This is an optimization exercise on Yosys and OpenROAD, whose aim is small area, a short achievable clock period and few clock cycles, not a production implementation. In this exercise RTL edits were held to simulation tests only and were not proved equivalent to the original. Power and IR drop assume default switching activity.

**constraint.sdc**
```tcl
create_clock -name core_clock -period 7.5 [get_ports {clk}]
set_input_delay 1.5000 -clock core_clock [delete_from_list [all_inputs] [get_ports {clk}]]
set_output_delay 1.5000 -clock core_clock [all_outputs]
set_load 0.01 [all_outputs]
```
**design.v**
```verilog
module mod_mult_m_14 (
    input  wire        clk,
    input  wire        st,           
    input  wire [20:0] e,
    input  wire [13:0] b,
    output reg  [33:0] acc_s,
    output reg  [33:0] acc_c
);
wire clr_s, clr_c;
flag_reg #(.W(1)) u_clr_s (.clk(clk), .d(st), .q(clr_s));
flag_reg #(.W(1)) u_clr_c (.clk(clk), .d(st), .q(clr_c));
wire [6:0] neg = e[6:0];
wire [6:0] one = e[13:7];
wire [6:0] two = e[20:14];
wire [14:0] b1 = {1'b0, b};         
wire [14:0] b2 = {b, 1'b0};         
wire [14:0] pp0 = (({15{one[0]}} & b1) | ({15{two[0]}} & b2)) ^ {15{neg[0]}};
wire [14:0] pp1 = (({15{one[1]}} & b1) | ({15{two[1]}} & b2)) ^ {15{neg[1]}};
wire [14:0] pp2 = (({15{one[2]}} & b1) | ({15{two[2]}} & b2)) ^ {15{neg[2]}};
wire [14:0] pp3 = (({15{one[3]}} & b1) | ({15{two[3]}} & b2)) ^ {15{neg[3]}};
wire [14:0] pp4 = (({15{one[4]}} & b1) | ({15{two[4]}} & b2)) ^ {15{neg[4]}};
wire [14:0] pp5 = (({15{one[5]}} & b1) | ({15{two[5]}} & b2)) ^ {15{neg[5]}};
wire [14:0] pp6 = (({15{one[6]}} & b1) | ({15{two[6]}} & b2)) ^ {15{neg[6]}};
wire [33:0] gs = clr_s ? 34'd0 : acc_s;
wire [33:0] gc = clr_c ? 34'd0 : acc_c;
wire n1 = neg[6] ^ gs[12];
wire n2 = neg[6] & gs[12];
wire n3 = gs[13] ^ gc[13];
wire n4 = gs[13] & gc[13];
wire n5 = gs[14] ^ gc[14];
wire n6 = gs[14] & gc[14];
wire n7 = ~(~neg[0] ^ gs[15]);
wire n8 = ~neg[0] | gs[15];
wire n9 = ~gs[16];
wire n10 = neg[3] ^ gs[6];
wire n11 = neg[3] & gs[6];
wire n12 = gs[7] ^ gc[7];
wire n13 = gs[7] & gc[7];
wire n14, n15;
fa_cell u_n14 (.a(neg[4]), .b(gs[8]), .c(gc[8]), .s(n14), .co(n15));
wire n16 = pp0[8] ^ pp1[6];
wire n17 = pp0[8] & pp1[6];
wire n18, n19;
fa_cell u_n18 (.a(gs[9]), .b(gc[9]), .c(pp0[9]), .s(n18), .co(n19));
wire n20 = pp1[7] ^ pp2[5];
wire n21 = pp1[7] & pp2[5];
wire n22, n23;
fa_cell u_n22 (.a(neg[5]), .b(gs[10]), .c(gc[10]), .s(n22), .co(n23));
wire n24, n25;
fa_cell u_n24 (.a(pp0[10]), .b(pp1[8]), .c(pp2[6]), .s(n24), .co(n25));
wire n26 = pp3[4] ^ pp4[2];
wire n27 = pp3[4] & pp4[2];
wire n28, n29;
fa_cell u_n28 (.a(gs[11]), .b(gc[11]), .c(pp0[11]), .s(n28), .co(n29));
wire n30, n31;
fa_cell u_n30 (.a(pp1[9]), .b(pp2[7]), .c(pp3[5]), .s(n30), .co(n31));
wire n32 = pp4[3] ^ pp5[1];
wire n33 = pp4[3] & pp5[1];
wire n34, n35;
fa_cell u_n34 (.a(gc[12]), .b(pp0[12]), .c(pp1[10]), .s(n34), .co(n35));
wire n36, n37;
fa_cell u_n36 (.a(pp2[8]), .b(pp3[6]), .c(pp4[4]), .s(n36), .co(n37));
wire n38, n39;
fa_cell u_n38 (.a(pp5[2]), .b(pp6[0]), .c(n1), .s(n38), .co(n39));
wire n40, n41;
fa_cell u_n40 (.a(pp0[13]), .b(pp1[11]), .c(pp2[9]), .s(n40), .co(n41));
wire n42, n43;
fa_cell u_n42 (.a(pp3[7]), .b(pp4[5]), .c(pp5[3]), .s(n42), .co(n43));
wire n44, n45;
fa_cell u_n44 (.a(pp6[1]), .b(n2), .c(n3), .s(n44), .co(n45));
wire n46, n47;
fa_cell u_n46 (.a(pp0[14]), .b(pp1[12]), .c(pp2[10]), .s(n46), .co(n47));
wire n48, n49;
fa_cell u_n48 (.a(pp3[8]), .b(pp4[6]), .c(pp5[4]), .s(n48), .co(n49));
wire n50, n51;
fa_cell u_n50 (.a(pp6[2]), .b(n4), .c(n5), .s(n50), .co(n51));
wire n52, n53;
fa_cell u_n52 (.a(gc[15]), .b(pp1[13]), .c(pp2[11]), .s(n52), .co(n53));
wire n54, n55;
fa_cell u_n54 (.a(pp3[9]), .b(pp4[7]), .c(pp5[5]), .s(n54), .co(n55));
wire n56, n57;
fa_cell u_n56 (.a(pp6[3]), .b(n6), .c(n7), .s(n56), .co(n57));
wire n58, n59;
fa_cell u_n58 (.a(gc[16]), .b(n9), .c(pp1[14]), .s(n58), .co(n59));
wire n60, n61;
fa_cell u_n60 (.a(pp2[12]), .b(pp3[10]), .c(pp4[8]), .s(n60), .co(n61));
wire n62, n63;
fa_cell u_n62 (.a(pp5[6]), .b(pp6[4]), .c(n8), .s(n62), .co(n63));
wire n64, n65;
fa_cell u_n64 (.a(~neg[1]), .b(gs[17]), .c(gc[17]), .s(n64), .co(n65));
wire n66, n67;
fa_cell u_n66 (.a(gs[16]), .b(pp2[13]), .c(pp3[11]), .s(n66), .co(n67));
wire n68, n69;
fa_cell u_n68 (.a(pp4[9]), .b(pp5[7]), .c(pp6[5]), .s(n68), .co(n69));
wire n70 = ~(gs[18] ^ gc[18]);
wire n71 = gs[18] | gc[18];
wire n72, n73;
fa_cell u_n72 (.a(pp2[14]), .b(pp3[12]), .c(pp4[10]), .s(n72), .co(n73));
wire n74 = pp5[8] ^ pp6[6];
wire n75 = pp5[8] & pp6[6];
wire n76, n77;
fa_cell u_n76 (.a(~neg[2]), .b(gs[19]), .c(gc[19]), .s(n76), .co(n77));
wire n78, n79;
fa_cell u_n78 (.a(pp3[13]), .b(pp4[11]), .c(pp5[9]), .s(n78), .co(n79));
wire n80 = ~(gs[20] ^ gc[20]);
wire n81 = gs[20] | gc[20];
wire n82 = pp3[14] ^ pp4[12];
wire n83 = pp3[14] & pp4[12];
wire n84, n85;
fa_cell u_n84 (.a(~neg[3]), .b(gs[21]), .c(gc[21]), .s(n84), .co(n85));
wire n86 = ~gs[22];
wire n87 = neg[1] ^ gs[2];
wire n88 = neg[1] & gs[2];
wire n89 = gs[3] ^ gc[3];
wire n90 = gs[3] & gc[3];
wire n91, n92;
fa_cell u_n91 (.a(neg[2]), .b(gs[4]), .c(gc[4]), .s(n91), .co(n92));
wire n93 = pp0[4] ^ pp1[2];
wire n94 = pp0[4] & pp1[2];
wire n95, n96;
fa_cell u_n95 (.a(gs[5]), .b(gc[5]), .c(pp0[5]), .s(n95), .co(n96));
wire n97 = pp1[3] ^ pp2[1];
wire n98 = pp1[3] & pp2[1];
wire n99, n100;
fa_cell u_n99 (.a(gc[6]), .b(pp0[6]), .c(pp1[4]), .s(n99), .co(n100));
wire n101, n102;
fa_cell u_n101 (.a(pp2[2]), .b(pp3[0]), .c(n10), .s(n101), .co(n102));
wire n103, n104;
fa_cell u_n103 (.a(pp0[7]), .b(pp1[5]), .c(pp2[3]), .s(n103), .co(n104));
wire n105, n106;
fa_cell u_n105 (.a(pp3[1]), .b(n11), .c(n12), .s(n105), .co(n106));
wire n107, n108;
fa_cell u_n107 (.a(pp2[4]), .b(pp3[2]), .c(pp4[0]), .s(n107), .co(n108));
wire n109, n110;
fa_cell u_n109 (.a(n13), .b(n14), .c(n16), .s(n109), .co(n110));
wire n111, n112;
fa_cell u_n111 (.a(pp3[3]), .b(pp4[1]), .c(n17), .s(n111), .co(n112));
wire n113, n114;
fa_cell u_n113 (.a(n15), .b(n20), .c(n18), .s(n113), .co(n114));
wire n115, n116;
fa_cell u_n115 (.a(pp5[0]), .b(n21), .c(n22), .s(n115), .co(n116));
wire n117, n118;
fa_cell u_n117 (.a(n26), .b(n19), .c(n24), .s(n117), .co(n118));
wire n119, n120;
fa_cell u_n119 (.a(n27), .b(n23), .c(n32), .s(n119), .co(n120));
wire n121, n122;
fa_cell u_n121 (.a(n25), .b(n28), .c(n30), .s(n121), .co(n122));
wire n123, n124;
fa_cell u_n123 (.a(n33), .b(n29), .c(n31), .s(n123), .co(n124));
wire n125, n126;
fa_cell u_n125 (.a(n34), .b(n36), .c(n38), .s(n125), .co(n126));
wire n127, n128;
fa_cell u_n127 (.a(n35), .b(n37), .c(n40), .s(n127), .co(n128));
wire n129, n130;
fa_cell u_n129 (.a(n42), .b(n39), .c(n44), .s(n129), .co(n130));
wire n131, n132;
fa_cell u_n131 (.a(n41), .b(n43), .c(n46), .s(n131), .co(n132));
wire n133, n134;
fa_cell u_n133 (.a(n48), .b(n45), .c(n50), .s(n133), .co(n134));
wire n135, n136;
fa_cell u_n135 (.a(n47), .b(n49), .c(n52), .s(n135), .co(n136));
wire n137, n138;
fa_cell u_n137 (.a(n54), .b(n51), .c(n56), .s(n137), .co(n138));
wire n139, n140;
fa_cell u_n139 (.a(n53), .b(n55), .c(n57), .s(n139), .co(n140));
wire n141, n142;
fa_cell u_n141 (.a(n58), .b(n60), .c(n62), .s(n141), .co(n142));
wire n143, n144;
fa_cell u_n143 (.a(n64), .b(n59), .c(n61), .s(n143), .co(n144));
wire n145, n146;
fa_cell u_n145 (.a(n63), .b(n66), .c(n68), .s(n145), .co(n146));
wire n147, n148;
fa_cell u_n147 (.a(n70), .b(n65), .c(n74), .s(n147), .co(n148));
wire n149, n150;
fa_cell u_n149 (.a(n67), .b(n69), .c(n72), .s(n149), .co(n150));
wire n151, n152;
fa_cell u_n151 (.a(pp6[7]), .b(n71), .c(n75), .s(n151), .co(n152));
wire n153, n154;
fa_cell u_n153 (.a(n76), .b(n73), .c(n78), .s(n153), .co(n154));
wire n155, n156;
fa_cell u_n155 (.a(pp5[10]), .b(pp6[8]), .c(n80), .s(n155), .co(n156));
wire n157, n158;
fa_cell u_n157 (.a(n77), .b(n82), .c(n79), .s(n157), .co(n158));
wire n159, n160;
fa_cell u_n159 (.a(pp4[13]), .b(pp5[11]), .c(pp6[9]), .s(n159), .co(n160));
wire n161, n162;
fa_cell u_n161 (.a(n81), .b(n83), .c(n84), .s(n161), .co(n162));
wire n163, n164;
fa_cell u_n163 (.a(gc[22]), .b(n86), .c(pp4[14]), .s(n163), .co(n164));
wire n165, n166;
fa_cell u_n165 (.a(pp5[12]), .b(pp6[10]), .c(n85), .s(n165), .co(n166));
wire n167, n168;
fa_cell u_n167 (.a(~neg[4]), .b(gs[23]), .c(gc[23]), .s(n167), .co(n168));
wire n169, n170;
fa_cell u_n169 (.a(gs[22]), .b(pp5[13]), .c(pp6[11]), .s(n169), .co(n170));
wire n171 = ~(gs[24] ^ gc[24]);
wire n172 = gs[24] | gc[24];
wire n173 = pp5[14] ^ pp6[12];
wire n174 = pp5[14] & pp6[12];
wire n175, n176;
fa_cell u_n175 (.a(~neg[5]), .b(gs[25]), .c(gc[25]), .s(n175), .co(n176));
wire n177 = ~gs[26];
wire n178 = neg[0] ^ gs[0];
wire n179 = neg[0] & gs[0];
wire n180 = gs[1] ^ gc[1];
wire n181 = gs[1] & gc[1];
wire n182, n183;
fa_cell u_n182 (.a(gc[2]), .b(pp0[2]), .c(pp1[0]), .s(n182), .co(n183));
wire n184, n185;
fa_cell u_n184 (.a(pp0[3]), .b(pp1[1]), .c(n88), .s(n184), .co(n185));
wire n186, n187;
fa_cell u_n186 (.a(pp2[0]), .b(n90), .c(n91), .s(n186), .co(n187));
wire n188, n189;
fa_cell u_n188 (.a(n94), .b(n92), .c(n97), .s(n188), .co(n189));
wire n190, n191;
fa_cell u_n190 (.a(n98), .b(n96), .c(n99), .s(n190), .co(n191));
wire n192, n193;
fa_cell u_n192 (.a(n100), .b(n103), .c(n102), .s(n192), .co(n193));
wire n194, n195;
fa_cell u_n194 (.a(n104), .b(n107), .c(n106), .s(n194), .co(n195));
wire n196, n197;
fa_cell u_n196 (.a(n108), .b(n111), .c(n110), .s(n196), .co(n197));
wire n198, n199;
fa_cell u_n198 (.a(n112), .b(n115), .c(n114), .s(n198), .co(n199));
wire n200, n201;
fa_cell u_n200 (.a(n116), .b(n119), .c(n118), .s(n200), .co(n201));
wire n202, n203;
fa_cell u_n202 (.a(n120), .b(n123), .c(n122), .s(n202), .co(n203));
wire n204, n205;
fa_cell u_n204 (.a(n124), .b(n127), .c(n126), .s(n204), .co(n205));
wire n206, n207;
fa_cell u_n206 (.a(n128), .b(n131), .c(n130), .s(n206), .co(n207));
wire n208, n209;
fa_cell u_n208 (.a(n132), .b(n135), .c(n134), .s(n208), .co(n209));
wire n210, n211;
fa_cell u_n210 (.a(n136), .b(n139), .c(n138), .s(n210), .co(n211));
wire n212, n213;
fa_cell u_n212 (.a(n140), .b(n143), .c(n142), .s(n212), .co(n213));
wire n214, n215;
fa_cell u_n214 (.a(n147), .b(n144), .c(n146), .s(n214), .co(n215));
wire n216, n217;
fa_cell u_n216 (.a(n151), .b(n148), .c(n150), .s(n216), .co(n217));
wire n218, n219;
fa_cell u_n218 (.a(n155), .b(n152), .c(n157), .s(n218), .co(n219));
wire n220, n221;
fa_cell u_n220 (.a(n156), .b(n159), .c(n161), .s(n220), .co(n221));
wire n222, n223;
fa_cell u_n222 (.a(n160), .b(n163), .c(n162), .s(n222), .co(n223));
wire n224, n225;
fa_cell u_n224 (.a(n167), .b(n164), .c(n169), .s(n224), .co(n225));
wire n226, n227;
fa_cell u_n226 (.a(n171), .b(n168), .c(n173), .s(n226), .co(n227));
wire n228, n229;
fa_cell u_n228 (.a(pp6[13]), .b(n172), .c(n174), .s(n228), .co(n229));
wire n230, n231;
fa_cell u_n230 (.a(gc[26]), .b(n177), .c(pp6[14]), .s(n230), .co(n231));
wire n232, n233;
fa_cell u_n232 (.a(~neg[6]), .b(gs[27]), .c(gc[27]), .s(n232), .co(n233));
wire n234 = ~gs[28];
wire n235 = ~gs[29];
wire n236 = ~gs[30];
wire n237 = ~gs[31];
wire n238 = ~gs[32];
wire n239 = ~gs[33];
wire n240 = gc[0] ^ pp0[0];
wire n241 = gc[0] & pp0[0];
wire n242, n243;
fa_cell u_n242 (.a(pp0[1]), .b(n179), .c(n180), .s(n242), .co(n243));
wire n244, n245;
fa_cell u_n244 (.a(n181), .b(n87), .c(n182), .s(n244), .co(n245));
wire n246, n247;
fa_cell u_n246 (.a(n89), .b(n183), .c(n184), .s(n246), .co(n247));
wire n248, n249;
fa_cell u_n248 (.a(n93), .b(n185), .c(n186), .s(n248), .co(n249));
wire n250, n251;
fa_cell u_n250 (.a(n95), .b(n187), .c(n188), .s(n250), .co(n251));
wire n252, n253;
fa_cell u_n252 (.a(n101), .b(n189), .c(n190), .s(n252), .co(n253));
wire n254, n255;
fa_cell u_n254 (.a(n105), .b(n191), .c(n192), .s(n254), .co(n255));
wire n256, n257;
fa_cell u_n256 (.a(n109), .b(n193), .c(n194), .s(n256), .co(n257));
wire n258, n259;
fa_cell u_n258 (.a(n195), .b(n113), .c(n196), .s(n258), .co(n259));
wire n260, n261;
fa_cell u_n260 (.a(n117), .b(n197), .c(n198), .s(n260), .co(n261));
wire n262, n263;
fa_cell u_n262 (.a(n121), .b(n199), .c(n200), .s(n262), .co(n263));
wire n264, n265;
fa_cell u_n264 (.a(n125), .b(n201), .c(n202), .s(n264), .co(n265));
wire n266, n267;
fa_cell u_n266 (.a(n129), .b(n203), .c(n204), .s(n266), .co(n267));
wire n268, n269;
fa_cell u_n268 (.a(n133), .b(n205), .c(n206), .s(n268), .co(n269));
wire n270, n271;
fa_cell u_n270 (.a(n137), .b(n207), .c(n208), .s(n270), .co(n271));
wire n272, n273;
fa_cell u_n272 (.a(n141), .b(n209), .c(n210), .s(n272), .co(n273));
wire n274, n275;
fa_cell u_n274 (.a(n145), .b(n211), .c(n212), .s(n274), .co(n275));
wire n276, n277;
fa_cell u_n276 (.a(n149), .b(n213), .c(n214), .s(n276), .co(n277));
wire n278, n279;
fa_cell u_n278 (.a(n153), .b(n215), .c(n216), .s(n278), .co(n279));
wire n280, n281;
fa_cell u_n280 (.a(n154), .b(n217), .c(n218), .s(n280), .co(n281));
wire n282, n283;
fa_cell u_n282 (.a(n158), .b(n220), .c(n219), .s(n282), .co(n283));
wire n284, n285;
fa_cell u_n284 (.a(n165), .b(n222), .c(n221), .s(n284), .co(n285));
wire n286, n287;
fa_cell u_n286 (.a(n166), .b(n224), .c(n223), .s(n286), .co(n287));
wire n288, n289;
fa_cell u_n288 (.a(n170), .b(n226), .c(n225), .s(n288), .co(n289));
wire n290, n291;
fa_cell u_n290 (.a(n175), .b(n228), .c(n227), .s(n290), .co(n291));
wire n292, n293;
fa_cell u_n292 (.a(n176), .b(n230), .c(n229), .s(n292), .co(n293));
wire n294, n295;
fa_cell u_n294 (.a(gs[26]), .b(n232), .c(n231), .s(n294), .co(n295));
wire n296, n297;
fa_cell u_n296 (.a(gc[28]), .b(n234), .c(n233), .s(n296), .co(n297));
wire n298, n299;
fa_cell u_n298 (.a(gc[29]), .b(gs[28]), .c(n235), .s(n298), .co(n299));
wire n300, n301;
fa_cell u_n300 (.a(gc[30]), .b(gs[29]), .c(n236), .s(n300), .co(n301));
wire n302, n303;
fa_cell u_n302 (.a(gc[31]), .b(gs[30]), .c(n237), .s(n302), .co(n303));
wire n304, n305;
fa_cell u_n304 (.a(gc[32]), .b(gs[31]), .c(n238), .s(n304), .co(n305));
wire n306, n307;
fa_cell u_n306 (.a(gc[33]), .b(gs[32]), .c(n239), .s(n306), .co(n307));
always @(posedge clk) begin
    acc_s <= {n306, n304, n302, n300, n298, n296, n294, n292, n290, n288, n286, n284, n282, n280, n278, n276, n274, n272, n270, n268, n266, n264, n262, n260, n258, n256, n254, n252, n250, n248, n246, n244, n242, n240};
    acc_c <= {n305, n303, n301, n299, n297, n295, n293, n291, n289, n287, n285, n283, n281, n279, n277, n275, n273, n271, n269, n267, n265, n263, n261, n259, n257, n255, n253, n251, n249, n247, n245, n243, n241, n178};
end
endmodule
module flag_reg #(parameter W = 1) (
    input  wire         clk,
    input  wire [W-1:0] d,
    output reg  [W-1:0] q
);
    always @(posedge clk)
        q <= d;
endmodule
module fa_cell (
    input  wire a,
    input  wire b,
    input  wire c,
    output wire s,
    output wire co
);
    assign s  = a ^ b ^ c;
    assign co = (a & b) | (a & c) | (b & c);
endmodule
module pfx34 (
    input  wire [33:0] g,
    input  wire [33:0] p,
    output wire [33:0] c
);
wire G0_1 = g[1] | (p[1] & g[0]);
wire P0_1 = p[1] & p[0];
wire G0_3 = g[3] | (p[3] & g[2]);
wire P0_3 = p[3] & p[2];
wire G0_5 = g[5] | (p[5] & g[4]);
wire P0_5 = p[5] & p[4];
wire G0_7 = g[7] | (p[7] & g[6]);
wire P0_7 = p[7] & p[6];
wire G0_9 = g[9] | (p[9] & g[8]);
wire P0_9 = p[9] & p[8];
wire G0_11 = g[11] | (p[11] & g[10]);
wire P0_11 = p[11] & p[10];
wire G0_13 = g[13] | (p[13] & g[12]);
wire P0_13 = p[13] & p[12];
wire G0_15 = g[15] | (p[15] & g[14]);
wire P0_15 = p[15] & p[14];
wire G0_17 = g[17] | (p[17] & g[16]);
wire P0_17 = p[17] & p[16];
wire G0_19 = g[19] | (p[19] & g[18]);
wire P0_19 = p[19] & p[18];
wire G0_21 = g[21] | (p[21] & g[20]);
wire P0_21 = p[21] & p[20];
wire G0_23 = g[23] | (p[23] & g[22]);
wire P0_23 = p[23] & p[22];
wire G0_25 = g[25] | (p[25] & g[24]);
wire P0_25 = p[25] & p[24];
wire G0_27 = g[27] | (p[27] & g[26]);
wire P0_27 = p[27] & p[26];
wire G0_29 = g[29] | (p[29] & g[28]);
wire P0_29 = p[29] & p[28];
wire G0_31 = g[31] | (p[31] & g[30]);
wire P0_31 = p[31] & p[30];
wire G0_33 = g[33] | (p[33] & g[32]);
wire P0_33 = p[33] & p[32];
wire G1_2 = g[2] | (p[2] & G0_1);
wire P1_2 = p[2] & P0_1;
wire G1_3 = G0_3 | (P0_3 & G0_1);
wire P1_3 = P0_3 & P0_1;
wire G1_6 = g[6] | (p[6] & G0_5);
wire P1_6 = p[6] & P0_5;
wire G1_7 = G0_7 | (P0_7 & G0_5);
wire P1_7 = P0_7 & P0_5;
wire G1_10 = g[10] | (p[10] & G0_9);
wire P1_10 = p[10] & P0_9;
wire G1_11 = G0_11 | (P0_11 & G0_9);
wire P1_11 = P0_11 & P0_9;
wire G1_14 = g[14] | (p[14] & G0_13);
wire P1_14 = p[14] & P0_13;
wire G1_15 = G0_15 | (P0_15 & G0_13);
wire P1_15 = P0_15 & P0_13;
wire G1_18 = g[18] | (p[18] & G0_17);
wire P1_18 = p[18] & P0_17;
wire G1_19 = G0_19 | (P0_19 & G0_17);
wire P1_19 = P0_19 & P0_17;
wire G1_22 = g[22] | (p[22] & G0_21);
wire P1_22 = p[22] & P0_21;
wire G1_23 = G0_23 | (P0_23 & G0_21);
wire P1_23 = P0_23 & P0_21;
wire G1_26 = g[26] | (p[26] & G0_25);
wire P1_26 = p[26] & P0_25;
wire G1_27 = G0_27 | (P0_27 & G0_25);
wire P1_27 = P0_27 & P0_25;
wire G1_30 = g[30] | (p[30] & G0_29);
wire P1_30 = p[30] & P0_29;
wire G1_31 = G0_31 | (P0_31 & G0_29);
wire P1_31 = P0_31 & P0_29;
wire G2_4 = g[4] | (p[4] & G1_3);
wire P2_4 = p[4] & P1_3;
wire G2_5 = G0_5 | (P0_5 & G1_3);
wire P2_5 = P0_5 & P1_3;
wire G2_6 = G1_6 | (P1_6 & G1_3);
wire P2_6 = P1_6 & P1_3;
wire G2_7 = G1_7 | (P1_7 & G1_3);
wire P2_7 = P1_7 & P1_3;
wire G2_12 = g[12] | (p[12] & G1_11);
wire P2_12 = p[12] & P1_11;
wire G2_13 = G0_13 | (P0_13 & G1_11);
wire P2_13 = P0_13 & P1_11;
wire G2_14 = G1_14 | (P1_14 & G1_11);
wire P2_14 = P1_14 & P1_11;
wire G2_15 = G1_15 | (P1_15 & G1_11);
wire P2_15 = P1_15 & P1_11;
wire G2_20 = g[20] | (p[20] & G1_19);
wire P2_20 = p[20] & P1_19;
wire G2_21 = G0_21 | (P0_21 & G1_19);
wire P2_21 = P0_21 & P1_19;
wire G2_22 = G1_22 | (P1_22 & G1_19);
wire P2_22 = P1_22 & P1_19;
wire G2_23 = G1_23 | (P1_23 & G1_19);
wire P2_23 = P1_23 & P1_19;
wire G2_28 = g[28] | (p[28] & G1_27);
wire P2_28 = p[28] & P1_27;
wire G2_29 = G0_29 | (P0_29 & G1_27);
wire P2_29 = P0_29 & P1_27;
wire G2_30 = G1_30 | (P1_30 & G1_27);
wire P2_30 = P1_30 & P1_27;
wire G2_31 = G1_31 | (P1_31 & G1_27);
wire P2_31 = P1_31 & P1_27;
wire G3_8 = g[8] | (p[8] & G2_7);
wire P3_8 = p[8] & P2_7;
wire G3_9 = G0_9 | (P0_9 & G2_7);
wire P3_9 = P0_9 & P2_7;
wire G3_10 = G1_10 | (P1_10 & G2_7);
wire P3_10 = P1_10 & P2_7;
wire G3_11 = G1_11 | (P1_11 & G2_7);
wire P3_11 = P1_11 & P2_7;
wire G3_12 = G2_12 | (P2_12 & G2_7);
wire P3_12 = P2_12 & P2_7;
wire G3_13 = G2_13 | (P2_13 & G2_7);
wire P3_13 = P2_13 & P2_7;
wire G3_14 = G2_14 | (P2_14 & G2_7);
wire P3_14 = P2_14 & P2_7;
wire G3_15 = G2_15 | (P2_15 & G2_7);
wire P3_15 = P2_15 & P2_7;
wire G3_24 = g[24] | (p[24] & G2_23);
wire P3_24 = p[24] & P2_23;
wire G3_25 = G0_25 | (P0_25 & G2_23);
wire P3_25 = P0_25 & P2_23;
wire G3_26 = G1_26 | (P1_26 & G2_23);
wire P3_26 = P1_26 & P2_23;
wire G3_27 = G1_27 | (P1_27 & G2_23);
wire P3_27 = P1_27 & P2_23;
wire G3_28 = G2_28 | (P2_28 & G2_23);
wire P3_28 = P2_28 & P2_23;
wire G3_29 = G2_29 | (P2_29 & G2_23);
wire P3_29 = P2_29 & P2_23;
wire G3_30 = G2_30 | (P2_30 & G2_23);
wire P3_30 = P2_30 & P2_23;
wire G3_31 = G2_31 | (P2_31 & G2_23);
wire P3_31 = P2_31 & P2_23;
wire G4_16 = g[16] | (p[16] & G3_15);
wire P4_16 = p[16] & P3_15;
wire G4_17 = G0_17 | (P0_17 & G3_15);
wire P4_17 = P0_17 & P3_15;
wire G4_18 = G1_18 | (P1_18 & G3_15);
wire P4_18 = P1_18 & P3_15;
wire G4_19 = G1_19 | (P1_19 & G3_15);
wire P4_19 = P1_19 & P3_15;
wire G4_20 = G2_20 | (P2_20 & G3_15);
wire P4_20 = P2_20 & P3_15;
wire G4_21 = G2_21 | (P2_21 & G3_15);
wire P4_21 = P2_21 & P3_15;
wire G4_22 = G2_22 | (P2_22 & G3_15);
wire P4_22 = P2_22 & P3_15;
wire G4_23 = G2_23 | (P2_23 & G3_15);
wire P4_23 = P2_23 & P3_15;
wire G4_24 = G3_24 | (P3_24 & G3_15);
wire P4_24 = P3_24 & P3_15;
wire G4_25 = G3_25 | (P3_25 & G3_15);
wire P4_25 = P3_25 & P3_15;
wire G4_26 = G3_26 | (P3_26 & G3_15);
wire P4_26 = P3_26 & P3_15;
wire G4_27 = G3_27 | (P3_27 & G3_15);
wire P4_27 = P3_27 & P3_15;
wire G4_28 = G3_28 | (P3_28 & G3_15);
wire P4_28 = P3_28 & P3_15;
wire G4_29 = G3_29 | (P3_29 & G3_15);
wire P4_29 = P3_29 & P3_15;
wire G4_30 = G3_30 | (P3_30 & G3_15);
wire P4_30 = P3_30 & P3_15;
wire G4_31 = G3_31 | (P3_31 & G3_15);
wire P4_31 = P3_31 & P3_15;
wire G5_32 = g[32] | (p[32] & G4_31);
wire P5_32 = p[32] & P4_31;
wire G5_33 = G0_33 | (P0_33 & G4_31);
wire P5_33 = P0_33 & P4_31;
assign c = {G5_33, G5_32, G4_31, G4_30, G4_29, G4_28, G4_27, G4_26, G4_25, G4_24, G4_23, G4_22, G4_21, G4_20, G4_19, G4_18, G4_17, G4_16, G3_15, G3_14, G3_13, G3_12, G3_11, G3_10, G3_9, G3_8, G2_7, G2_6, G2_5, G2_4, G1_3, G1_2, G0_1, g[0]};
endmodule
module pfx17 (
    input  wire [16:0] g,
    input  wire [16:0] p,
    output wire [16:0] c
);
wire G0_1 = g[1] | (p[1] & g[0]);
wire P0_1 = p[1] & p[0];
wire G0_3 = g[3] | (p[3] & g[2]);
wire P0_3 = p[3] & p[2];
wire G0_5 = g[5] | (p[5] & g[4]);
wire P0_5 = p[5] & p[4];
wire G0_7 = g[7] | (p[7] & g[6]);
wire P0_7 = p[7] & p[6];
wire G0_9 = g[9] | (p[9] & g[8]);
wire P0_9 = p[9] & p[8];
wire G0_11 = g[11] | (p[11] & g[10]);
wire P0_11 = p[11] & p[10];
wire G0_13 = g[13] | (p[13] & g[12]);
wire P0_13 = p[13] & p[12];
wire G0_15 = g[15] | (p[15] & g[14]);
wire P0_15 = p[15] & p[14];
wire G1_2 = g[2] | (p[2] & G0_1);
wire P1_2 = p[2] & P0_1;
wire G1_3 = G0_3 | (P0_3 & G0_1);
wire P1_3 = P0_3 & P0_1;
wire G1_6 = g[6] | (p[6] & G0_5);
wire P1_6 = p[6] & P0_5;
wire G1_7 = G0_7 | (P0_7 & G0_5);
wire P1_7 = P0_7 & P0_5;
wire G1_10 = g[10] | (p[10] & G0_9);
wire P1_10 = p[10] & P0_9;
wire G1_11 = G0_11 | (P0_11 & G0_9);
wire P1_11 = P0_11 & P0_9;
wire G1_14 = g[14] | (p[14] & G0_13);
wire P1_14 = p[14] & P0_13;
wire G1_15 = G0_15 | (P0_15 & G0_13);
wire P1_15 = P0_15 & P0_13;
wire G2_4 = g[4] | (p[4] & G1_3);
wire P2_4 = p[4] & P1_3;
wire G2_5 = G0_5 | (P0_5 & G1_3);
wire P2_5 = P0_5 & P1_3;
wire G2_6 = G1_6 | (P1_6 & G1_3);
wire P2_6 = P1_6 & P1_3;
wire G2_7 = G1_7 | (P1_7 & G1_3);
wire P2_7 = P1_7 & P1_3;
wire G2_12 = g[12] | (p[12] & G1_11);
wire P2_12 = p[12] & P1_11;
wire G2_13 = G0_13 | (P0_13 & G1_11);
wire P2_13 = P0_13 & P1_11;
wire G2_14 = G1_14 | (P1_14 & G1_11);
wire P2_14 = P1_14 & P1_11;
wire G2_15 = G1_15 | (P1_15 & G1_11);
wire P2_15 = P1_15 & P1_11;
wire G3_8 = g[8] | (p[8] & G2_7);
wire P3_8 = p[8] & P2_7;
wire G3_9 = G0_9 | (P0_9 & G2_7);
wire P3_9 = P0_9 & P2_7;
wire G3_10 = G1_10 | (P1_10 & G2_7);
wire P3_10 = P1_10 & P2_7;
wire G3_11 = G1_11 | (P1_11 & G2_7);
wire P3_11 = P1_11 & P2_7;
wire G3_12 = G2_12 | (P2_12 & G2_7);
wire P3_12 = P2_12 & P2_7;
wire G3_13 = G2_13 | (P2_13 & G2_7);
wire P3_13 = P2_13 & P2_7;
wire G3_14 = G2_14 | (P2_14 & G2_7);
wire P3_14 = P2_14 & P2_7;
wire G3_15 = G2_15 | (P2_15 & G2_7);
wire P3_15 = P2_15 & P2_7;
wire G4_16 = g[16] | (p[16] & G3_15);
wire P4_16 = p[16] & P3_15;
assign c = {G4_16, G3_15, G3_14, G3_13, G3_12, G3_11, G3_10, G3_9, G3_8, G2_7, G2_6, G2_5, G2_4, G1_3, G1_2, G0_1, g[0]};
endmodule
module systolic_mm (
    input clk,
    input rst_n,
    input in_valid,
    input in_last,
    input [55:0] a_col,
    input [55:0] b_row,
    output reg out_valid,
    output reg [55:0] out_data
);
function [20:0] booth_enc;
    input [13:0] a;
    reg [13:0] s;
    reg [14:0] x;
    integer k;
    begin
        s = a[13] ? a + 14'd4095 : a;     
        x = {s, 1'b0};
        for (k = 0; k < 7; k = k + 1) begin
            booth_enc[k]      = x[2*k+2];                                    
            booth_enc[7 + k]  = x[2*k+1] ^ x[2*k];                           
            booth_enc[14 + k] = (x[2*k+2] & ~x[2*k+1] & ~x[2*k]) |
                                (~x[2*k+2] & x[2*k+1] & x[2*k]);             
        end
    end
endfunction
wire [55:0] a_in = in_valid ? a_col : 56'd0;
reg  [20:0] e0_d0, e1_d1, e2_d2, e3_d3;    
reg  [13:0] a1_d0, a2_d0, a2_d1, a3_d0, a3_d1, a3_d2;    
reg  [55:0] b_d0, b_d1, b_d2, b_d3;        
reg         in_tile;        
reg  [3:0]  st_d;           
reg  [3:0]  ls_d;           
reg  [3:0]  rv;             
always @(posedge clk) begin
    e0_d0 <= booth_enc(a_in[13:0]);
    a1_d0 <= a_in[27:14];
    a2_d0 <= a_in[41:28];
    a3_d0 <= a_in[55:42];
    e1_d1 <= booth_enc(a1_d0);
    a2_d1 <= a2_d0;
    e2_d2 <= booth_enc(a2_d1);
    a3_d1 <= a3_d0;
    a3_d2 <= a3_d1;
    e3_d3 <= booth_enc(a3_d2);
    b_d0  <= b_row;
    b_d1  <= b_d0;
    b_d2  <= b_d1;
    b_d3  <= b_d2;
end
wire st_in = in_valid & !in_tile;
always @(posedge clk or negedge rst_n) begin
    if (!rst_n) begin
        in_tile   <= 1'b0;
        st_d      <= 4'd0;
        ls_d      <= 4'd0;
        rv        <= 4'd0;
        out_valid <= 1'b0;
    end else begin
        if (in_valid)
            in_tile <= !in_last;
        st_d      <= {st_d[2:0], st_in};
        ls_d      <= {ls_d[2:0], in_valid & in_last};
        rv        <= {rv[2:0], |ls_d};
        out_valid <= rv[3];
    end
end
wire [20:0] e_row [0:3];
assign e_row[0] = e0_d0;
assign e_row[1] = e1_d1;
assign e_row[2] = e2_d2;
assign e_row[3] = e3_d3;
wire [55:0] b_row_d [0:3];
assign b_row_d[0] = b_d0;
assign b_row_d[1] = b_d1;
assign b_row_d[2] = b_d2;
assign b_row_d[3] = b_d3;
wire [3:0] st_pe = {st_d[2:0], st_in};
wire [33:0] acc_s [0:3][0:3];
wire [33:0] acc_c [0:3][0:3];
genvar gi, gj;
generate
    for (gi = 0; gi < 4; gi = gi + 1) begin : g_row
        for (gj = 0; gj < 4; gj = gj + 1) begin : g_col
            mod_mult_m_14 u_mac (
                .clk(clk),
                .st(st_pe[gi]),
                .e(e_row[gi]),
                .b(b_row_d[gi][gj*14 +: 14]),
                .acc_s(acc_s[gi][gj]),
                .acc_c(acc_c[gi][gj])
            );
        end
    end
endgenerate
wire [13:0] res [0:3];
generate
    for (gj = 0; gj < 4; gj = gj + 1) begin : g_red
        mod_red u_red (
            .clk(clk),
            .ls(ls_d),
            .acc_s({acc_s[3][gj], acc_s[2][gj], acc_s[1][gj], acc_s[0][gj]}),
            .acc_c({acc_c[3][gj], acc_c[2][gj], acc_c[1][gj], acc_c[0][gj]}),
            .res(res[gj])
        );
    end
endgenerate
always @(*) out_data = {res[3], res[2], res[1], res[0]};
endmodule
module mod_red (
    input  wire         clk,
    input  wire [3:0]   ls,           
    input  wire [135:0] acc_s,        
    input  wire [135:0] acc_c,
    output reg  [13:0]  res
);
wire [3:0] fin_s, fin_c;
flag_reg #(.W(4)) u_fin_s (.clk(clk), .d(ls), .q(fin_s));
flag_reg #(.W(4)) u_fin_c (.clk(clk), .d(ls), .q(fin_c));
function [13:0] lut0;       
    input [3:0] v;
    reg [223:0] tbl;
    begin
        tbl = {14'd12269, 14'd8174, 14'd4079, 14'd12273, 14'd8178, 14'd4083, 14'd12277, 14'd8182, 14'd4087, 14'd12281, 14'd8186, 14'd4091, 14'd12285, 14'd8190, 14'd4095, 14'd0};
        lut0 = tbl[v * 14 +: 14];
    end
endfunction
function [13:0] lut1;       
    input [3:0] v;
    reg [223:0] tbl;
    begin
        tbl = {14'd11969, 14'd7894, 14'd3819, 14'd12033, 14'd7958, 14'd3883, 14'd12097, 14'd8022, 14'd3947, 14'd12161, 14'd8086, 14'd4011, 14'd12225, 14'd8150, 14'd4075, 14'd0};
        lut1 = tbl[v * 14 +: 14];
    end
endfunction
function [13:0] lut2;       
    input [3:0] v;
    reg [223:0] tbl;
    begin
        tbl = {14'd7169, 14'd3414, 14'd11948, 14'd8193, 14'd4438, 14'd683, 14'd9217, 14'd5462, 14'd1707, 14'd10241, 14'd6486, 14'd2731, 14'd11265, 14'd7510, 14'd3755, 14'd0};
        lut2 = tbl[v * 14 +: 14];
    end
endfunction
function [13:0] lut3;       
    input [3:0] v;
    reg [223:0] tbl;
    begin
        tbl = {14'd4103, 14'd5468, 14'd6833, 14'd8198, 14'd9563, 14'd10928, 14'd4, 14'd1369, 14'd2734, 14'd4099, 14'd5464, 14'd6829, 14'd8194, 14'd9559, 14'd10924, 14'd0};
        lut3 = tbl[v * 14 +: 14];
    end
endfunction
function [13:0] lut4;       
    input [3:0] v;
    reg [223:0] tbl;
    begin
        tbl = {14'd9551, 14'd6813, 14'd4075, 14'd1337, 14'd10888, 14'd8150, 14'd5412, 14'd2674, 14'd6877, 14'd4139, 14'd1401, 14'd10952, 14'd8214, 14'd5476, 14'd2738, 14'd0};
        lut4 = tbl[v * 14 +: 14];
    end
endfunction
function [15:0] cconst;          
    input [2:0] h;
    input [1:0] k;
    reg [127:0] tbl0, tbl1, tbl2;
    begin
        tbl0 = {16'd4087, 16'd12281, 16'd8186, 16'd4091, 16'd12285, 16'd8190, 16'd4095, 16'd0};
        tbl1 = {16'd57334, 16'd65528, 16'd61433, 16'd57338, 16'd65532, 16'd61437, 16'd57342, 16'd53247};
        tbl2 = {16'd45045, 16'd53239, 16'd49144, 16'd45049, 16'd53243, 16'd49148, 16'd45053, 16'd40958};
        case (k)
            2'd0: cconst = tbl0[h * 16 +: 16];
            2'd1: cconst = tbl1[h * 16 +: 16];
            default: cconst = tbl2[h * 16 +: 16];
        endcase
    end
endfunction
function [13:0] final_red;
    input [16:0] t;
    reg [15:0] c0, c1, c2;
    begin
        c0 = {2'b00, t[13:0]} + cconst(t[16:14], 2'd0);
        c1 = {2'b00, t[13:0]} + cconst(t[16:14], 2'd1);
        c2 = {2'b00, t[13:0]} + cconst(t[16:14], 2'd2);
        if (!c2[15])
            final_red = c2[13:0];
        else if (!c1[15])
            final_red = c1[13:0];
        else
            final_red = c0[13:0];
    end
endfunction
wire [33:0] xs = ({34{fin_s[0]}} & acc_s[33:0])   | ({34{fin_s[1]}} & acc_s[67:34]) |
                 ({34{fin_s[2]}} & acc_s[101:68]) | ({34{fin_s[3]}} & acc_s[135:102]);
wire [33:0] xc = ({34{fin_c[0]}} & acc_c[33:0])   | ({34{fin_c[1]}} & acc_c[67:34]) |
                 ({34{fin_c[2]}} & acc_c[101:68]) | ({34{fin_c[3]}} & acc_c[135:102]);
wire [33:0] xa_p = xs ^ xc;
wire [33:0] xa_g = xs & xc;
wire [33:0] xa_c;
pfx34 u_xa (.g(xa_g), .p(xa_p), .c(xa_c));
wire [33:0] xa = xa_p ^ {xa_c[32:0], 1'b0};
reg [33:0] x_r;
wire [13:0] l0 = lut0(x_r[17:14]);
wire [13:0] l1 = lut1(x_r[21:18]);
wire [13:0] l2 = lut2(x_r[25:22]);
wire [13:0] l3 = lut3(x_r[29:26]);
wire [13:0] l4 = lut4(x_r[33:30]);
wire f1, f2;
fa_cell u_f1 (.a(x_r[0]), .b(l0[0]), .c(l1[0]), .s(f1), .co(f2));
wire f3, f4;
fa_cell u_f3 (.a(x_r[1]), .b(l0[1]), .c(l1[1]), .s(f3), .co(f4));
wire f5 = l2[1] ^ l3[1];
wire f6 = l2[1] & l3[1];
wire f7, f8;
fa_cell u_f7 (.a(x_r[2]), .b(l0[2]), .c(l1[2]), .s(f7), .co(f8));
wire f9, f10;
fa_cell u_f9 (.a(l2[2]), .b(l3[2]), .c(l4[2]), .s(f9), .co(f10));
wire f11, f12;
fa_cell u_f11 (.a(x_r[3]), .b(l0[3]), .c(l1[3]), .s(f11), .co(f12));
wire f13, f14;
fa_cell u_f13 (.a(l2[3]), .b(l3[3]), .c(l4[3]), .s(f13), .co(f14));
wire f15, f16;
fa_cell u_f15 (.a(x_r[4]), .b(l0[4]), .c(l1[4]), .s(f15), .co(f16));
wire f17, f18;
fa_cell u_f17 (.a(l2[4]), .b(l3[4]), .c(l4[4]), .s(f17), .co(f18));
wire f19, f20;
fa_cell u_f19 (.a(x_r[5]), .b(l0[5]), .c(l1[5]), .s(f19), .co(f20));
wire f21, f22;
fa_cell u_f21 (.a(l2[5]), .b(l3[5]), .c(l4[5]), .s(f21), .co(f22));
wire f23, f24;
fa_cell u_f23 (.a(x_r[6]), .b(l0[6]), .c(l1[6]), .s(f23), .co(f24));
wire f25, f26;
fa_cell u_f25 (.a(l2[6]), .b(l3[6]), .c(l4[6]), .s(f25), .co(f26));
wire f27, f28;
fa_cell u_f27 (.a(x_r[7]), .b(l0[7]), .c(l1[7]), .s(f27), .co(f28));
wire f29, f30;
fa_cell u_f29 (.a(l2[7]), .b(l3[7]), .c(l4[7]), .s(f29), .co(f30));
wire f31, f32;
fa_cell u_f31 (.a(x_r[8]), .b(l0[8]), .c(l1[8]), .s(f31), .co(f32));
wire f33, f34;
fa_cell u_f33 (.a(l2[8]), .b(l3[8]), .c(l4[8]), .s(f33), .co(f34));
wire f35, f36;
fa_cell u_f35 (.a(x_r[9]), .b(l0[9]), .c(l1[9]), .s(f35), .co(f36));
wire f37, f38;
fa_cell u_f37 (.a(l2[9]), .b(l3[9]), .c(l4[9]), .s(f37), .co(f38));
wire f39, f40;
fa_cell u_f39 (.a(x_r[10]), .b(l0[10]), .c(l1[10]), .s(f39), .co(f40));
wire f41, f42;
fa_cell u_f41 (.a(l2[10]), .b(l3[10]), .c(l4[10]), .s(f41), .co(f42));
wire f43, f44;
fa_cell u_f43 (.a(x_r[11]), .b(l0[11]), .c(l1[11]), .s(f43), .co(f44));
wire f45, f46;
fa_cell u_f45 (.a(l2[11]), .b(l3[11]), .c(l4[11]), .s(f45), .co(f46));
wire f47, f48;
fa_cell u_f47 (.a(x_r[12]), .b(l0[12]), .c(l1[12]), .s(f47), .co(f48));
wire f49, f50;
fa_cell u_f49 (.a(l2[12]), .b(l3[12]), .c(l4[12]), .s(f49), .co(f50));
wire f51, f52;
fa_cell u_f51 (.a(x_r[13]), .b(l0[13]), .c(l1[13]), .s(f51), .co(f52));
wire f53, f54;
fa_cell u_f53 (.a(l2[13]), .b(l3[13]), .c(l4[13]), .s(f53), .co(f54));
wire f55 = l2[0] ^ l3[0];
wire f56 = l2[0] & l3[0];
wire f57, f58;
fa_cell u_f57 (.a(l4[1]), .b(f5), .c(f2), .s(f57), .co(f58));
wire f59, f60;
fa_cell u_f59 (.a(f6), .b(f4), .c(f7), .s(f59), .co(f60));
wire f61, f62;
fa_cell u_f61 (.a(f8), .b(f10), .c(f11), .s(f61), .co(f62));
wire f63, f64;
fa_cell u_f63 (.a(f12), .b(f14), .c(f15), .s(f63), .co(f64));
wire f65, f66;
fa_cell u_f65 (.a(f16), .b(f18), .c(f19), .s(f65), .co(f66));
wire f67, f68;
fa_cell u_f67 (.a(f20), .b(f22), .c(f23), .s(f67), .co(f68));
wire f69, f70;
fa_cell u_f69 (.a(f24), .b(f26), .c(f27), .s(f69), .co(f70));
wire f71, f72;
fa_cell u_f71 (.a(f28), .b(f30), .c(f31), .s(f71), .co(f72));
wire f73, f74;
fa_cell u_f73 (.a(f32), .b(f34), .c(f35), .s(f73), .co(f74));
wire f75, f76;
fa_cell u_f75 (.a(f36), .b(f38), .c(f39), .s(f75), .co(f76));
wire f77, f78;
fa_cell u_f77 (.a(f40), .b(f42), .c(f43), .s(f77), .co(f78));
wire f79, f80;
fa_cell u_f79 (.a(f44), .b(f46), .c(f47), .s(f79), .co(f80));
wire f81, f82;
fa_cell u_f81 (.a(f48), .b(f50), .c(f51), .s(f81), .co(f82));
wire f83 = l4[0] ^ f55;
wire f84 = l4[0] & f55;
wire f85, f86;
fa_cell u_f85 (.a(f56), .b(f3), .c(f57), .s(f85), .co(f86));
wire f87, f88;
fa_cell u_f87 (.a(f9), .b(f58), .c(f59), .s(f87), .co(f88));
wire f89, f90;
fa_cell u_f89 (.a(f13), .b(f60), .c(f61), .s(f89), .co(f90));
wire f91, f92;
fa_cell u_f91 (.a(f17), .b(f62), .c(f63), .s(f91), .co(f92));
wire f93, f94;
fa_cell u_f93 (.a(f21), .b(f64), .c(f65), .s(f93), .co(f94));
wire f95, f96;
fa_cell u_f95 (.a(f25), .b(f66), .c(f67), .s(f95), .co(f96));
wire f97, f98;
fa_cell u_f97 (.a(f29), .b(f68), .c(f69), .s(f97), .co(f98));
wire f99, f100;
fa_cell u_f99 (.a(f33), .b(f70), .c(f71), .s(f99), .co(f100));
wire f101, f102;
fa_cell u_f101 (.a(f37), .b(f72), .c(f73), .s(f101), .co(f102));
wire f103, f104;
fa_cell u_f103 (.a(f41), .b(f74), .c(f75), .s(f103), .co(f104));
wire f105, f106;
fa_cell u_f105 (.a(f45), .b(f76), .c(f77), .s(f105), .co(f106));
wire f107, f108;
fa_cell u_f107 (.a(f49), .b(f78), .c(f79), .s(f107), .co(f108));
wire f109, f110;
fa_cell u_f109 (.a(f53), .b(f80), .c(f81), .s(f109), .co(f110));
wire f111, f112;
fa_cell u_f111 (.a(f52), .b(f54), .c(f82), .s(f111), .co(f112));
reg [16:0] f0_r, f1_r;
wire [16:0] ta_p = f0_r ^ f1_r;
wire [16:0] ta_g = f0_r & f1_r;
wire [16:0] ta_c;
pfx17 u_ta (.g(ta_g), .p(ta_p), .c(ta_c));
wire [16:0] ta = ta_p ^ {ta_c[15:0], 1'b0};
reg [16:0] t_r;
always @(posedge clk) begin
    x_r  <= xa;
    f0_r <= {1'b0, f112, f111, f109, f107, f105, f103, f101, f99, f97, f95, f93, f91, f89, f87, f85, f83};
    f1_r <= {1'b0, 1'b0, f110, f108, f106, f104, f102, f100, f98, f96, f94, f92, f90, f88, f86, f84, f1};
    t_r  <= ta;
    res  <= final_red(t_r);
end
endmodule
```
**config.mk**
```make
export PLATFORM = sky130hd
export DESIGN_NAME = systolic_mm
export DESIGN_NICKNAME = systolic_mm
export VERILOG_FILES = /design/flow/design.v
export SDC_FILE = /design/flow/constraint.sdc
export NUM_CORES = 4
export LEC_CHECK = 0
export ABC_CLOCK_PERIOD_IN_PS = 3000
export CAP_MARGIN = 20
export CORE_MARGIN = 2
export CORE_UTILIZATION = 50
export SETUP_SLACK_MARGIN = 4.2
export SLEW_MARGIN = 20
export SYNTH_HIERARCHICAL = 1
export SYNTH_MINIMUM_KEEP_SIZE = 0
```
**run.sh**
```bash
#!/bin/bash
# synth_recipe.tcl (not shown) runs the flow's synth.tcl, then flattens the netlist and writes it again
# the make line also repeats each setting of config.mk as NAME=value (left out here)
make -C /OpenROAD-flow-scripts/flow DESIGN_CONFIG=/design/flow/config.mk WORK_HOME=/design/flow/orfs CLKGATE_MAP_FILE= SYNTH_SCRIPT=/design/flow/synth_recipe.tcl finish
```
==> flow_summary.ini, run 1 <==
[worst_hold_path]
hold_depth = 0
worstHoldStart = a3_d1[7]
hp-class = register to register
hold_path_end = a3_d2[7]

[run_status]
outcome = no timing/DRC/antenna violations

[pwr]
p_leak_nw = 70.9
powerDensity_mw_per_mm2 = 550
max-vdd-ir-drop_mv = 0.347

[clock_tree]
cts_tree = built
cts.sinks = 1941
ctsRootBufferMaster = clkbuf_16
h-tree-depth = 4
cts_made_buffers = 238
clk_path_buf_depth = 4
hold_buffers = 0
path_clk_slew_ps = 60
clk_latency_ps = 980

[setup_path]
critPathCaptureType = register
crit_required_ps = 8320
cp_max_fo = 34
reg2reg_to = g_red[1].u_red.x_r[19]
worst_ep_arrival_time_ps = 4130
reg2reg_depth = 11
worstSetupPathType = register to register
reg2reg_slack_ps = 4190
worstSetupStartpointType = register
rr_startpoint = g_red[1].u_red.u_fin_s.q[1]

[sta]
finalWorstSetupSlack_ps = 4190
relSlewSlack = 0.280
worst-slew-pin-transition_ps = 1080
slew_viol_final = 0
fin_crit_sh = 0.442
hold_viol = 0
finalSetupViolations = 0
period_minus_slack_ps = 3310
fmax_mhz = 302
holdWs_ps = 316
rsz0062_at_grt = true
fin_tns_setup_ps = 0
skew_ps = 67.5

[layout]
fin_util = 0.550
layout_commonest_cell = fa_1
syn_to_final_growth_pct = 9.47
mostFrequentLayoutCells = 2240 x fa_1, 1928 x a22oi_1, 1791 x xnor2_1
layout.nets = 17427
drive_above_1_share = 0.106

[synthesis]
synth_cells = 14629
avgSynthCellArea_um2 = 10.9
yosysWarnings = 11
synth_nets = 17825
syn_area_mm2 = 0.160

[route]
vias = 115940
routed_wl_mm = 557
wl_per_cell_um = 29.9
vias_per_cell = 6.22
drt_iter0_markers = 11608
drtAntennaViolNets = 0
drt-pass1-iter-count = 8
drc = 0

[floorplan]
coreArea_mm2 = 0.318
die_h_um = 570
initial_core_util = 0.503
dieArea_mm2 = 0.325
rows = 207
die_w_um = 570
pin_count = 173

[global_route]
globalRouteOverflowTotal = 0
antenna_found_initial = 39
grt_util_all_layers = 0.337
grt_pass1_vias = 125028
grt_pass1_wl_mm = 814
grt_start_max_net_pins = 65

[placed_design]
place_ws_ps = 3130
io_buffer_count = 172
gp_congestion = 0.983
hpwl_mm = 370

[run]
cap_violations = 0
critical path: stages (launching register included):
cell,delay [ps]
dfxtp_1,300
buf_4,280
a22oi_2,400
nand2_1,120
ha_1,380
and4_4,280
nand4_1,120
o32a_4,400
nand2_2,140
a21o_1,180
a31o_2,170
xor2_1,360
flip-flops by register name, indices dropped and copies added, names as in the netlist, 16 cells and up:
signal                       cells
g_red.u_red.t_r                 68
b_d2                            56
b_d1                            56
g_row.g_col.u_mac.u_clr_s.q     16
e2_d2                           21
e3_d3                           21
g_row.g_col.u_mac.u_clr_c.q     16
g_red.u_red.x_r                136
b_d3                            56
b_d0                            56
g_row.g_col.u_mac.acc_c        544
g_red.u_red.u_fin_c.q           16
g_red.u_red.u_fin_s.q           16
e1_d1                           21
g_red.u_red.f0_r                64
g_red.u_red.res                 56
g_row.g_col.u_mac.acc_s        544
g_red.u_red.f1_r                60
e0_d0                           21
where the power goes:
part	switching (mW)	total (mW)	internal (mW)
clock	5.07	12.8	7.75
combinational	34.1	62.4	28.3
sequential	4.42	21.1	16.7
total	43.6	96.4	52.8
final cells by class:
cell class / instances / area [um^2]
well taps: 4180 / 5230
multi-input cells: 10946 / 112000
inverters: 526 / 1970
repair buffers: 578 / 7470
fillers: 26965 / 143000
clock buffers: 310 / 6730
diodes: 35 / 87.6
clock inverters: 134 / 1930
flip-flops and latches: 1941 / 39500
routing by layer:
layer | up-vias | wire, um | global-route usage
li1 | 48671 | - | -
met1 | 59082 | 204000 | 0.407
met2 | 6318 | 254000 | 0.539
met3 | 1861 | 54200 | 0.0778
met4 | 8 | 44600 | 0.224
met5 | - | 82 | 0
timing repair:
action	in CTS	in global routing
pin swaps	8	44
gates resized for setup	467	284
gates cloned	1	12
setup buffers	168	74
endpoints found under the setup margin	740	357
stage by stage:
stage	cells	power [mW]	cell area, um^2
floorplan	14629	64.8	160000
global placement	17916	79.6	161000
detailed placement	17916	81.8	161000
CTS	18529	96.1	173000
global route	18643	106	175000
finish	18650	96.4	175000
worst max path at each step:
stage                                      from                                end  slack, ps
floorplan                              in_valid                          e0_d0[16]       4230
global placement                       a_col[0]                          e0_d0[19]       3100
detailed placement                     a_col[0]                          e0_d0[19]       3130
CTS                                    b_d1[45]  g_row[1].g_col[3].u_mac.acc_s[16]       4200
global route             g_red[0].u_red.t_r[15]             g_red[0].u_red.res[12]       4110
finish              g_red[1].u_red.u_fin_s.q[1]             g_red[1].u_red.x_r[19]       4190
Testbench counts, summed over its fixed seeds: cycles 6,216.
==> inputs of run 2 (changes only) <==
--- a/design.v
+++ b/design.v
@@ -760,30 +760,21 @@
 endfunction
-function [15:0] cconst;          
-    input [2:0] h;
-    input [1:0] k;
-    reg [127:0] tbl0, tbl1, tbl2;
-    begin
-        tbl0 = {16'd4087, 16'd12281, 16'd8186, 16'd4091, 16'd12285, 16'd8190, 16'd4095, 16'd0};
-        tbl1 = {16'd57334, 16'd65528, 16'd61433, 16'd57338, 16'd65532, 16'd61437, 16'd57342, 16'd53247};
-        tbl2 = {16'd45045, 16'd53239, 16'd49144, 16'd45049, 16'd53243, 16'd49148, 16'd45053, 16'd40958};
-        case (k)
-            2'd0: cconst = tbl0[h * 16 +: 16];
-            2'd1: cconst = tbl1[h * 16 +: 16];
-            default: cconst = tbl2[h * 16 +: 16];
-        endcase
-    end
-endfunction
 function [13:0] final_red;
     input [16:0] t;
-    reg [15:0] c0, c1, c2;
+    reg [159:0] rk_tbl;
+    reg [111:0] neg_tbl;
+    reg [4:0] rk;               
+    reg [3:0] lo;               
+    reg [8:0] mid;              
+    reg [1:0] hi;               
     begin
-        c0 = {2'b00, t[13:0]} + cconst(t[16:14], 2'd0);
-        c1 = {2'b00, t[13:0]} + cconst(t[16:14], 2'd1);
-        c2 = {2'b00, t[13:0]} + cconst(t[16:14], 2'd2);
-        if (!c2[15])
-            final_red = c2[13:0];
-        else if (!c1[15])
-            final_red = c1[13:0];
+        rk_tbl = {5'd10, 5'd10, 5'd25, 5'd9, 5'd9, 5'd24, 5'd8, 5'd8, 5'd23, 5'd15, 5'd7, 5'd22, 5'd14, 5'd6, 5'd21, 5'd13, 5'd5, 5'd20, 5'd12, 5'd4, 5'd19, 5'd11, 5'd3, 5'd18, 5'd10, 5'd2, 5'd17, 5'd9, 5'd1, 5'd16, 5'd8, 5'd0};
+        neg_tbl = {14'd12288, 14'd12287, 14'd12286, 14'd12285, 14'd12284, 14'd12283, 14'd0, 14'd0};
+        rk = rk_tbl[t[16:12] * 5 +: 5];
+        lo = {1'b0, t[2:0]} - {1'b0, rk[2:0]};
+        mid = lo[3] ? t[11:3] - 9'd1 : t[11:3];
+        hi = (lo[3] && t[11:3] == 9'd0) ? rk[4:3] - 2'd1 : rk[4:3];
+        if (lo[3] && t[11:3] == 9'd0 && rk[4:3] == 2'd0)
+            final_red = neg_tbl[lo[2:0] * 14 +: 14];     
         else
-            final_red = c0[13:0];
+            final_red = {hi, mid, lo[2:0]};
     end
--- a/config.mk
+++ b/config.mk
@@ -10,3 +10,4 @@
 export CORE_MARGIN = 2
-export CORE_UTILIZATION = 50
+export CORE_UTILIZATION = 65
+export PLACE_DENSITY = 0.72
 export SETUP_SLACK_MARGIN = 4.2
==> flow_summary.ini, run 2 <==
[run_status]
outcome = no timing/DRC/antenna violations

[setup_path]
worstPathCellList = buf_6, a22oi_1, nand2_1, ha_1, a21oi_1, o21ai_1, a221oi_4, nand2_2, a221o_1, xor2_1
crit_path_start = g_red[2].u_red.u_fin_s.q[1]
critPathBufInv = 1
slowest_delay_ps = 590
rr_startpoint = g_red[2].u_red.u_fin_s.q[1]
crit_required_ps = 8190
worst_ep_arrival_time_ps = 4050
worstSetupStartpointType = register
critPathCaptureType = register
cp_max_fo = 34
crit_slowest_cell = xor2_1
worstSetupPathType = register to register
path_delay_family = compound AO/OA/AOI/OAI gates

[global_route]
grt_pass1_vias = 120671
grt_util_all_layers = 0.427
antenna_found_initial = 22
grt_pass1_wl_mm = 774
grt_start_max_net_pins = 63
globalRouteOverflowTotal = 0

[synthesis]
syn_area_mm2 = 0.156
synth_nets = 17233
synth_cells = 14113
avgSynthCellArea_um2 = 11.1
yosysWarnings = 11

[route]
routed_wl_mm = 543
drt_iter0_markers = 13536
met3_length_mm = 79.5
wl_met2_mm = 227
wl_met1_mm = 189
vias = 114191
drc = 0
drtAntennaViolNets = 0
vias_per_cell = 6.69
maxUsedRoutingLayer = met5
wl_per_cell_um = 31.8
drt-pass1-iter-count = 9

[layout]
syn_to_final_growth_pct = 8.05
top_regs = g_row.g_col.u_mac.acc_c x544, g_row.g_col.u_mac.acc_s x544, g_red.u_red.x_r x136
layout.nets = 16789
layout_commonest_cell = fa_1
mostFrequentLayoutCells = 2232 x fa_1, 1915 x a22oi_1, 1734 x xnor2_1
final_cells = 17058
drive_above_1_share = 0.103

[sta]
fin_crit_sh = 0.448
slew_viol_final = 0
worst-slew-pin-transition_ps = 1210
hold_viol = 0
finalSetupViolations = 0
rsz0062_at_grt = true
relSlewSlack = 0.195
fin_tns_setup_ps = 0
fmax_mhz = 298
period_minus_slack_ps = 3360
skew_ps = 60.8

[floorplan]
initial_core_util = 0.655
dieArea_mm2 = 0.244
pin_count = 173
die_w_um = 494
coreArea_mm2 = 0.238
die_h_um = 494
rows = 179

[placed_design]
io_buffer_count = 172
place_inst = 16392
hpwl_mm = 349
gp_congestion = 1.03

[clock_tree]
ctsRootBufferMaster = clkbuf_16
cts.sinks = 1941
cts_tree = built
h-tree-depth = 4
clk_latency_ps = 910
cts_made_buffers = 215
path_clk_slew_ps = 60
clk_path_buf_depth = 3

[run]
cap_violations = 0

[pwr]
max-vdd-ir-drop_mv = 0.348
powerDensity_mw_per_mm2 = 543
p_leak_nw = 68.5

[worst_hold_path]
hp-class = register to register
worstHoldStart = a3_d1[5]
==> run 2: area by class of cell <==
| class | instances | area (um^2) |
|---|---|---|
| inverters | 518 | 1940 |
| repair buffers | 547 | 7220 |
| clock buffers | 286 | 6080 |
| multi-input cells | 10446 | 108000 |
| well taps | 3167 | 3960 |
| flip-flops and latches | 1941 | 39500 |
| clock inverters | 118 | 1570 |
| diodes | 35 | 87.6 |
| fillers | 17058 | 69700 |
==> run 2: final timing paths <==
kind	to	slack (ps)	depth (start not counted)
setup / recovery	g_red[2].u_red.x_r[21]	4140	10
hold / removal	a3_d2[5]	300	0
setup reg to reg	g_red[2].u_red.x_r[21]	4140	10
hold reg to reg	a3_d2[5]	300	0
max in group asynchronous	ls_d[1]	5790	1
min in group asynchronous	rv[2]	1090	1
==> run 2: through the flow <==
| step | setup slack, ps | power [mW] | util | hold WS (ps) | instance area, um^2 |
|---|---|---|---|---|---|
| 6_report | 4140 | 91.6 | 0.708 | 303 | 169000 |
| 5_1_grt | 4160 | 99.8 | 0.707 | 316 | 169000 |
| 4_1_cts | 4140 | 90.1 | 0.697 | 318 | 166000 |
| 3_5_place_dp | 3470 | 77.5 | 0.652 | 312 | 155000 |
| 3_3_place_gp | 3570 | 74.5 | 0.652 | 310 | 155000 |
| 2_1_floorplan | 4230 | 61.0 | - | 310 | 156000 |
==> run 2: per-layer routing <==
layer | GRT usage | vias to the layer above
met5 | 0 | -
met4 | 0.274 | 16
met3 | 0.165 | 2289
met2 | 0.626 | 8265
met1 | 0.527 | 57068
li1 | - | 46553
==> run 2: where the power goes <==
part,internal (mW),leakage [nW],total (mW),switching (mW)
Combinational,26.5,48.3,58.5,32.0
Sequential,16.7,16.4,21.6,4.90
Clock,6.73,3.74,11.5,4.82
==> run 2: repair_timing <==
action | CTS | global route
hold buffers | 0 | 0
resized for setup | 383 | 326
endpoints found under the hold margin | 0 | 0
cloned | 1 | 30
endpoints found under the setup margin | 628 | 361
pin swaps | 5 | 28
buffers inserted | 118 | 78
Testbench counts of run 2, summed over its fixed seeds: cycles 6,216.
==> inputs of run 3 (changes only) <==
--- a/config.mk
+++ b/config.mk
@@ -10,5 +10,6 @@
 export CORE_MARGIN = 2
-export CORE_UTILIZATION = 65
-export PLACE_DENSITY = 0.72
-export SETUP_SLACK_MARGIN = 4.2
+export CORE_UTILIZATION = 50
+export CTS_CLUSTER_DIAMETER = 80
+export CTS_CLUSTER_SIZE = 30
+export SETUP_SLACK_MARGIN = 4.3
 export SLEW_MARGIN = 20
==> flow_summary.ini, run 3 <==
[run_status]
outcome = no timing/DRC/antenna violations

[sta]
skew_ps = 57.3
worst-slew-pin-transition_ps = 1010
finalWorstSetupSlack_ps = 4260
period_minus_slack_ps = 3240
slew_viol_final = 0
fin_tns_setup_ps = 0
fmax_mhz = 308
finalSetupViolations = 0
hold_viol = 0
relSlewSlack = 0.321
rsz0062_at_grt = true
fin_crit_sh = 0.433

[setup_path]
critPathCaptureType = register
reg2reg_depth = 11
crit_path_start = g_red[0].u_red.u_fin_c.q[2]
path_delay_family = compound AO/OA/AOI/OAI gates
reg2reg_to = g_red[0].u_red.x_r[23]
worstSetupStartpointType = register
slowest_delay_ps = 450
critPathBufInv = 1
crit_required_ps = 8320
cp_max_fo = 34
rr_startpoint = g_red[0].u_red.u_fin_c.q[2]
worstSetupPathType = register to register
reg2reg_slack_ps = 4260
worst_ep_arrival_time_ps = 4060
crit_slowest_cell = a22oi_1
worstPathCellList = buf_6, a22oi_1, nand2_1, ha_1, and4_4, nand4_1, o32a_4, nand2_2, a221o_1, a31o_1, xor2_2

[clock_tree]
path_clk_slew_ps = 100
clk_latency_ps = 920
cts_tree = built
h-tree-depth = 4
ctsRootBufferMaster = clkbuf_16
clk_path_buf_depth = 4
cts_made_buffers = 143
cts.sinks = 1941

[floorplan]
initial_core_util = 0.502
die_h_um = 563
coreArea_mm2 = 0.311
die_w_um = 563
pin_count = 173
dieArea_mm2 = 0.317
rows = 205

[placed_design]
io_buffer_count = 172
gp_congestion = 0.959
place_area_mm2 = 0.157
place_ws_ps = 3460
hpwl_mm = 357

[pwr]
switching_share = 0.464
max-vdd-ir-drop_mv = 0.342
power.share.sequential = 0.238
pwr-share-clk = 0.101
p_int_mw = 47.5
p_leak_nw = 68.7
combPwrFrac = 0.661
powerDensity_mw_per_mm2 = 518
p_sw_mw = 41.2

[run]
cap_violations = 0

[layout]
top_regs = g_row.g_col.u_mac.acc_c x544, g_row.g_col.u_mac.acc_s x544, g_red.u_red.x_r x136
layout.nets = 16863
drive_above_1_share = 0.124
mostFrequentLayoutCells = 2178 x fa_1, 1791 x a22oi_1, 1714 x xnor2_1
final_cell_area_mm2 = 0.171
layout_commonest_cell = fa_1
syn_to_final_growth_pct = 9.58
fin_util = 0.550

[worst_hold_path]
worstHoldStart = a2_d0[4]
hp-class = register to register
hold_depth = 0
hold_path_end = a2_d1[4]

[global_route]
antenna_found_initial = 30
grt_start_max_net_pins = 57
globalRouteOverflowTotal = 0
grt_pass1_wl_mm = 792
grt_util_all_layers = 0.338
grt_pass1_vias = 117720

[synthesis]
avgSynthCellArea_um2 = 11.1
synth_nets = 17233
syn_area_mm2 = 0.156
synth_cells = 14113
yosysWarnings = 11

[route]
vias = 112377
drtAntennaViolNets = 0
vias_per_cell = 6.24
drt_iter0_markers = 13127
routed_wl_mm = 563
drc = 0
drt-pass1-iter-count = 12
wl_per_cell_um = 31.2
-- run 3: power by group through the flow --
stage / Sequential, mW / Combinational (mW) / Clock [mW]
CTS: 20.9 / 57.7 / 9.06
finish: 21.1 / 58.6 / 8.93
global placement: 21.4 / 53.7 / 0
detailed placement: 21.4 / 55.9 / 0
global route: 21.5 / 66.5 / 9.41
floorplan: 18.7 / 42.3 / 0
-- run 3: per-stage QoR --
stage	instances	hold WS, ps	power [mW]
finish	18004	322	88.6
global route	18000	331	97.4
CTS	17879	323	87.6
detailed placement	17367	313	77.4
global placement	17365	316	75.1
floorplan	14113	310	61.0
-- run 3: area by class of cell --
type	instances	area (um^2)
well taps	4140	5180
clock buffers	163	3840
inverters	518	1940
repair buffers	693	9780
clock inverters	92	1260
multi-input cells	10446	109000
fillers	26311	140000
flip-flops and latches	1941	39600
diodes	11	27.5
-- run 3: timing repair --
| action | 4_1_cts | 5_1_grt |
|---|---|---|
| buffers inserted | 246 | 72 |
| endpoints found under the setup margin | 804 | 316 |
| gates resized for setup | 636 | 486 |
| pin swaps | 15 | 221 |
| hold buffers | 0 | 0 |
| gates cloned | 11 | 42 |
-- run 3: how the worst max path moves through the flow --
stage / cells after the start / slack, ps / end
after global routing: 8 / 4200 / g_red[0].u_red.res[0]
after detailed placement: 7 / 3460 / g_row[3].g_col[2].u_mac.acc_s[16]
after floorplan: 10 / 4310 / e0_d0[16]
after global placement: 7 / 3470 / g_row[3].g_col[2].u_mac.acc_s[16]
after CTS: 1 / 4080 / out_data[12]
final: 11 / 4260 / g_red[0].u_red.x_r[23]
-- run 3: worst register-to-register path, stage by stage, from the launching register on --
cell and delay [ps]:
dfxtp_1 320, buf_6 220, a22oi_1 460, nand2_1 110, ha_1 380, and4_4 290
nand4_1 110, o32a_4 420, nand2_2 130, a221o_1 210, a31o_1 210, xor2_2 290
-- run 3: metal layers --
metal / track usage / wire length, um
met1: 0.432 / 210000
met2: 0.516 / 244000
met3: 0.0862 / 64900
met4: 0.204 / 43800
met5: 0.000301 / 314

## what the ideal ports hide
In the flow no input, the clock included, has a driving cell. The finished layouts below were timed again as built, in two steps. Step 1: set_driving_cell puts a clkbuf_16 on clk and a buf_2 on each other input, an assumption about the parent block. Step 2 times the ports against the registers' clock, not the clock port: input delays grow and output delays shrink by t, the midpoint of the rising clock arrivals with the driver on. Three values: no drivers, after step 1, after step 2; two values: the first two.
run	shift t [ns]	setup WS [ns]
run 1	1.059	4.185 / 4.048 / 2.988
run 2	0.984	4.141 / 4.141 / 3.451
run 3	0.996	4.255 / 4.255 / 3.576
After both steps every run listed still meets setup and hold.
